From an optimization exercise on the open Yosys and OpenROAD flow, aimed at small area, a short achievable clock period and few clock cycles per item; shortcuts taken in it are not production practice.
RTL that was checked went through simulation tests only; none was proved equivalent to the original.
No activity file was given, so power comes from the tool's default toggle rates.

==> flow/design.v <==
module fpadd (
    clk, reset, start,
    a, b,
    sum,
    done,
    nan
);
    input clk, reset, start;
    input [31:0] a, b;
    output [31:0] sum;
    output done;
    output nan;
    wire        sa = a[31], sb = b[31];
    wire [7:0]  ea = a[30:23], eb = b[30:23];
    wire [22:0] fa = a[22:0], fb = b[22:0];
    wire fa_z = (fa == 23'd0);
    wire fb_z = (fb == 23'd0);
    wire ea_0 = (ea == 8'd0), eb_0 = (eb == 8'd0);
    wire ea_1 = (ea == 8'hff), eb_1 = (eb == 8'hff);
    wire za = ea_0 & fa_z, zb = eb_0 & fb_z;    
    wire ia = ea_1 & fa_z, ib = eb_1 & fb_z;    
    wire na = ea_1 & ~fa_z, nb = eb_1 & ~fb_z;  
    wire is_nan = na | nb;
    wire special = za | zb | ia | ib;
    wire pick_b = za | (~zb & ~ia);
    wire [7:0] ep = ea ^ ~eb;
    wire [7:0] eg = ea & ~eb;
    wire e1_g = eg[1] | (ep[1] & eg[0]);
    wire e1_p = ep[1] & ep[0];
    wire e2_g = eg[3] | (ep[3] & eg[2]);
    wire e2_p = ep[3] & ep[2];
    wire e3_g = eg[5] | (ep[5] & eg[4]);
    wire e3_p = ep[5] & ep[4];
    wire e4_g = eg[7] | (ep[7] & eg[6]);
    wire e4_p = ep[7] & ep[6];
    wire e5_g = eg[2] | (ep[2] & e1_g);
    wire e5_p = ep[2] & e1_p;
    wire e6_g = e2_g | (e2_p & e1_g);
    wire e6_p = e2_p & e1_p;
    wire e7_g = eg[6] | (ep[6] & e3_g);
    wire e7_p = ep[6] & e3_p;
    wire e8_g = e4_g | (e4_p & e3_g);
    wire e8_p = e4_p & e3_p;
    wire e9_g = eg[4] | (ep[4] & e6_g);
    wire e9_p = ep[4] & e6_p;
    wire e10_g = e3_g | (e3_p & e6_g);
    wire e10_p = e3_p & e6_p;
    wire e11_g = e7_g | (e7_p & e6_g);
    wire e11_p = e7_p & e6_p;
    wire e12_g = e8_g | (e8_p & e6_g);
    wire e12_p = e8_p & e6_p;
    wire       ec = e12_g;
    wire       e_lt = ~ec;
    wire       e_eq = e12_p;
    wire [7:0] ecc = {e11_g | (e11_p & ec), e10_g | (e10_p & ec), e9_g | (e9_p & ec), e6_g | (e6_p & ec), e5_g | (e5_p & ec), e1_g | (e1_p & ec), eg[0] | (ep[0] & ec), ec};
    wire [7:0] d = ep ^ ecc ^ {8{e_lt}};
    wire        swap = special ? pick_b : e_lt;
    wire [23:0] mx = swap ? {1'b1, fb} : {1'b1, fa};
    wire [23:0] my = swap ? {1'b1, fa} : {1'b1, fb};
    wire [7:0]  ex = swap ? eb : ea;
    wire        sub = (sa ^ sb) & ~special;
    wire        sx0 = swap ? sb : sa;
    wire kill = special | (d[7:5] != 3'd0);
    wire [23:0] ys = kill ? 24'd0 : (my >> d[4:0]);
    wire        neg = sub & e_eq & (fb < fa);
    wire        sx = sx0 ^ neg;
    wire        cpl = sub & ~neg;
    wire [23:0] xi = mx ^ {24{sub}};
    wire [23:0] p = xi ^ ys;
    wire [23:0] g = xi & ys;
    wire [23:0] pn = p ^ {24{cpl}};
    wire pg13_g = g[0] | (p[0] & neg);
    wire pg14_g = g[2] | (p[2] & g[1]);
    wire pg14_p = p[2] & p[1];
    wire pg15_g = g[4] | (p[4] & g[3]);
    wire pg15_p = p[4] & p[3];
    wire pg16_g = g[6] | (p[6] & g[5]);
    wire pg16_p = p[6] & p[5];
    wire pg17_g = g[8] | (p[8] & g[7]);
    wire pg17_p = p[8] & p[7];
    wire pg18_g = g[10] | (p[10] & g[9]);
    wire pg18_p = p[10] & p[9];
    wire pg19_g = g[12] | (p[12] & g[11]);
    wire pg19_p = p[12] & p[11];
    wire pg20_g = g[14] | (p[14] & g[13]);
    wire pg20_p = p[14] & p[13];
    wire pg21_g = g[16] | (p[16] & g[15]);
    wire pg21_p = p[16] & p[15];
    wire pg22_g = g[18] | (p[18] & g[17]);
    wire pg22_p = p[18] & p[17];
    wire pg23_g = g[20] | (p[20] & g[19]);
    wire pg23_p = p[20] & p[19];
    wire pg24_g = g[22] | (p[22] & g[21]);
    wire pg24_p = p[22] & p[21];
    wire pg25_g = g[1] | (p[1] & pg13_g);
    wire pg26_g = pg14_g | (pg14_p & pg13_g);
    wire pg27_g = g[5] | (p[5] & pg15_g);
    wire pg27_p = p[5] & pg15_p;
    wire pg28_g = pg16_g | (pg16_p & pg15_g);
    wire pg28_p = pg16_p & pg15_p;
    wire pg29_g = g[9] | (p[9] & pg17_g);
    wire pg29_p = p[9] & pg17_p;
    wire pg30_g = pg18_g | (pg18_p & pg17_g);
    wire pg30_p = pg18_p & pg17_p;
    wire pg31_g = g[13] | (p[13] & pg19_g);
    wire pg31_p = p[13] & pg19_p;
    wire pg32_g = pg20_g | (pg20_p & pg19_g);
    wire pg32_p = pg20_p & pg19_p;
    wire pg33_g = g[17] | (p[17] & pg21_g);
    wire pg33_p = p[17] & pg21_p;
    wire pg34_g = pg22_g | (pg22_p & pg21_g);
    wire pg34_p = pg22_p & pg21_p;
    wire pg35_g = g[21] | (p[21] & pg23_g);
    wire pg35_p = p[21] & pg23_p;
    wire pg36_g = pg24_g | (pg24_p & pg23_g);
    wire pg36_p = pg24_p & pg23_p;
    wire pg37_g = g[3] | (p[3] & pg26_g);
    wire pg38_g = pg15_g | (pg15_p & pg26_g);
    wire pg39_g = pg27_g | (pg27_p & pg26_g);
    wire pg40_g = pg28_g | (pg28_p & pg26_g);
    wire pg41_g = g[11] | (p[11] & pg30_g);
    wire pg41_p = p[11] & pg30_p;
    wire pg42_g = pg19_g | (pg19_p & pg30_g);
    wire pg42_p = pg19_p & pg30_p;
    wire pg43_g = pg31_g | (pg31_p & pg30_g);
    wire pg43_p = pg31_p & pg30_p;
    wire pg44_g = pg32_g | (pg32_p & pg30_g);
    wire pg44_p = pg32_p & pg30_p;
    wire pg45_g = g[19] | (p[19] & pg34_g);
    wire pg45_p = p[19] & pg34_p;
    wire pg46_g = pg23_g | (pg23_p & pg34_g);
    wire pg46_p = pg23_p & pg34_p;
    wire pg47_g = pg35_g | (pg35_p & pg34_g);
    wire pg47_p = pg35_p & pg34_p;
    wire pg48_g = pg36_g | (pg36_p & pg34_g);
    wire pg48_p = pg36_p & pg34_p;
    wire pg49_g = g[7] | (p[7] & pg40_g);
    wire pg50_g = pg17_g | (pg17_p & pg40_g);
    wire pg51_g = pg29_g | (pg29_p & pg40_g);
    wire pg52_g = pg30_g | (pg30_p & pg40_g);
    wire pg53_g = pg41_g | (pg41_p & pg40_g);
    wire pg54_g = pg42_g | (pg42_p & pg40_g);
    wire pg55_g = pg43_g | (pg43_p & pg40_g);
    wire pg56_g = pg44_g | (pg44_p & pg40_g);
    wire pg57_g = g[23] | (p[23] & pg48_g);
    wire pg57_p = p[23] & pg48_p;
    wire pg58_g = g[15] | (p[15] & pg56_g);
    wire pg59_g = pg21_g | (pg21_p & pg56_g);
    wire pg60_g = pg33_g | (pg33_p & pg56_g);
    wire pg61_g = pg34_g | (pg34_p & pg56_g);
    wire pg62_g = pg45_g | (pg45_p & pg56_g);
    wire pg63_g = pg46_g | (pg46_p & pg56_g);
    wire pg64_g = pg47_g | (pg47_p & pg56_g);
    wire pg65_g = pg48_g | (pg48_p & pg56_g);
    wire pg66_g = pg57_g | (pg57_p & pg56_g);
    wire [24:0] c = {pg66_g, pg65_g, pg64_g, pg63_g, pg62_g, pg61_g, pg60_g, pg59_g, pg58_g, pg56_g, pg55_g, pg54_g, pg53_g, pg52_g, pg51_g, pg50_g, pg49_g, pg40_g, pg39_g, pg38_g, pg37_g, pg26_g, pg25_g, pg13_g, neg};
    wire [24:0] r = {c[24] & ~sub, pn ^ c[23:0]};
    reg [24:0] r_q;
    reg [7:0]  e_q;      
    reg        s_q;
    reg        nan_q;
    reg        done_q;
    always @(posedge clk) begin
        if (start) begin
            r_q   <= r;
            e_q   <= ex + 8'd1;
            s_q   <= sx;
            nan_q <= is_nan;
        end
        if (reset)
            done_q <= 1'b0;
        else if (start)
            done_q <= 1'b1;
    end
    wire [24:0] m = r_q;
    wire        s_o = s_q;
    reg [4:0] lz;
    integer i;
    always @(*) begin
        lz = 5'd25;
        for (i = 0; i < 25; i = i + 1)
            if (m[i]) lz = 5'd24 - i;
    end
    wire [4:0]  k = nan_q ? 5'd24 : lz;
    wire [24:0] rn = m << k;
    wire        zero = ~rn[24] | nan_q;
    wire [7:0]  en = e_q - {3'd0, k};
    assign sum  = {{9{~zero}} & {s_o, en}, rn[23:1]};
    assign nan  = nan_q;
    assign done = done_q;
endmodule
clock: 13.0 ns
lec_check: 0
abc_area: 1
cap_margin: 20
core_margin: 2
core_utilization: 60
cts_buf_list: sky130_fd_sc_hd__clkbuf_4 sky130_fd_sc_hd__clkbuf_8
setup_slack_margin: 5
slew_margin: 20
standard.sh (not shown) runs the stock make flow with config.mk's settings and CLKGATE_MAP_FILE= SYNTH_SCRIPT=/design/flow/synth_recipe.tcl, a recipe that flattens the netlist after the stock synthesis.
==> flow/flow/run.sh <==
#!/bin/bash
# The standard layout (the standard.sh, unchanged synthesis), with
# sky130_fd_sc_hd__buf_1 port buffers; timing repair aims at a setup margin of
# 6 ns up to clock tree synthesis and 5 ns after global routing.
# Each make run's full output goes to its own log in the work folder.
set -euo pipefail
PB='BUFFER_PORTS_ARGS=-buffer_cell sky130_fd_sc_hd__buf_1'
bash standard.sh "$PB" SETUP_SLACK_MARGIN=6  cts > flow_to_cts.log 2>&1
bash standard.sh "$PB" SETUP_SLACK_MARGIN=5  finish > flow_finish.log 2>&1
The starting point produced a clean layout.
Testbench counts at the start, summed over its fixed seeds: cycles 48,000, items 24,000.
Next try:
--- a/flow/design.v
+++ b/flow/design.v
@@ -62,14 +62,14 @@
     wire        sx0 = swap ? sb : sa;
     wire kill = special | (d[7:5] != 3'd0);
     wire [23:0] ys = kill ? 24'd0 : (my >> d[4:0]);
+    wire [23:0] yo = ys ^ {24{sub}};
+    wire [23:0] p = mx ^ yo;
+    wire [23:0] g = mx & yo;
     wire        neg = sub & e_eq & (fb < fa);
     wire        sx = sx0 ^ neg;
-    wire        cpl = sub & ~neg;
-    wire [23:0] xi = mx ^ {24{sub}};
-    wire [23:0] p = xi ^ ys;
-    wire [23:0] g = xi & ys;
-    wire [23:0] pn = p ^ {24{cpl}};
-    wire pg13_g = g[0] | (p[0] & neg);
+    wire        cin = sub & ~neg;
+    wire [23:0] pn = p ^ {24{neg}};
+    wire pg13_g = g[0] | (p[0] & cin);
     wire pg14_g = g[2] | (p[2] & g[1]);
     wire pg14_p = p[2] & p[1];
     wire pg15_g = g[4] | (p[4] & g[3]);
@@ -153,7 +153,7 @@
     wire pg64_g = pg47_g | (pg47_p & pg56_g);
     wire pg65_g = pg48_g | (pg48_p & pg56_g);
     wire pg66_g = pg57_g | (pg57_p & pg56_g);
-    wire [24:0] c = {pg66_g, pg65_g, pg64_g, pg63_g, pg62_g, pg61_g, pg60_g, pg59_g, pg58_g, pg56_g, pg55_g, pg54_g, pg53_g, pg52_g, pg51_g, pg50_g, pg49_g, pg40_g, pg39_g, pg38_g, pg37_g, pg26_g, pg25_g, pg13_g, neg};
+    wire [24:0] c = {pg66_g, pg65_g, pg64_g, pg63_g, pg62_g, pg61_g, pg60_g, pg59_g, pg58_g, pg56_g, pg55_g, pg54_g, pg53_g, pg52_g, pg51_g, pg50_g, pg49_g, pg40_g, pg39_g, pg38_g, pg37_g, pg26_g, pg25_g, pg13_g, cin};
     wire [24:0] r = {c[24] & ~sub, pn ^ c[23:0]};
     reg [24:0] r_q;
     reg [7:0]  e_q;      
@@ -172,20 +172,18 @@
         else if (start)
             done_q <= 1'b1;
     end
-    wire [24:0] m = r_q;
-    wire        s_o = s_q;
     reg [4:0] lz;
     integer i;
     always @(*) begin
         lz = 5'd25;
         for (i = 0; i < 25; i = i + 1)
-            if (m[i]) lz = 5'd24 - i;
+            if (r_q[i]) lz = 5'd24 - i;
     end
     wire [4:0]  k = nan_q ? 5'd24 : lz;
-    wire [24:0] rn = m << k;
+    wire [24:0] rn = r_q << k;
     wire        zero = ~rn[24] | nan_q;
     wire [7:0]  en = e_q - {3'd0, k};
-    assign sum  = {{9{~zero}} & {s_o, en}, rn[23:1]};
+    assign sum  = {{9{~zero}} & {s_q, en}, rn[23:1]};
     assign nan  = nan_q;
     assign done = done_q;
 endmodule
Outcome: The changed run produced a clean layout; via count climbs by a few percent; wire length climbs by roughly a tenth; final area climbs by a few percent; worst setup slack is about the same; register-to-register slack stays flat; hold slack is worse by 0.011 ns; global-route usage climbs by 2.7 points; die area climbs slightly; power climbs by a few percent.
For the second run of this note, only the layout was checked, not whether the RTL still works.

[re-timing with driven ports]
How much do the figures lean on ideal ports? The routed layouts below were timed once more, with nothing changed but the port constraints. Step 1 sets driving cells, clkbuf_16 on the clock port and buf_2 on the other inputs (assumed; they add their load-dependent delay and slew). Step 2 also shifts input and output timing later by t, the mid clock arrival at the registers, as if the neighbouring blocks saw the same clock. Slacks: ideal / step 1 / step 2; pairs: ideal / step 1.
| run | shift t [ns] | setup WS [ns] | clock arrival spread, ns | worst register clock-pin slew, ns | cell pins on the clock port's net |
|---|---|---|---|---|---|
| the first run | 0.327 | 5.884 / 5.896 / 5.569 | 0.015 / 0.015 | 0.09 / 0.09 | 1 |
| the second run | 0.316 | 5.884 / 5.893 / 5.577 | 0.008 / 0.008 | 0.08 / 0.08 | 1 |
After both steps setup and hold are still met in every run listed. The setup slack of the first run, which loses most, moves by +0.012 ns with the drivers and by -0.315 ns with both steps.
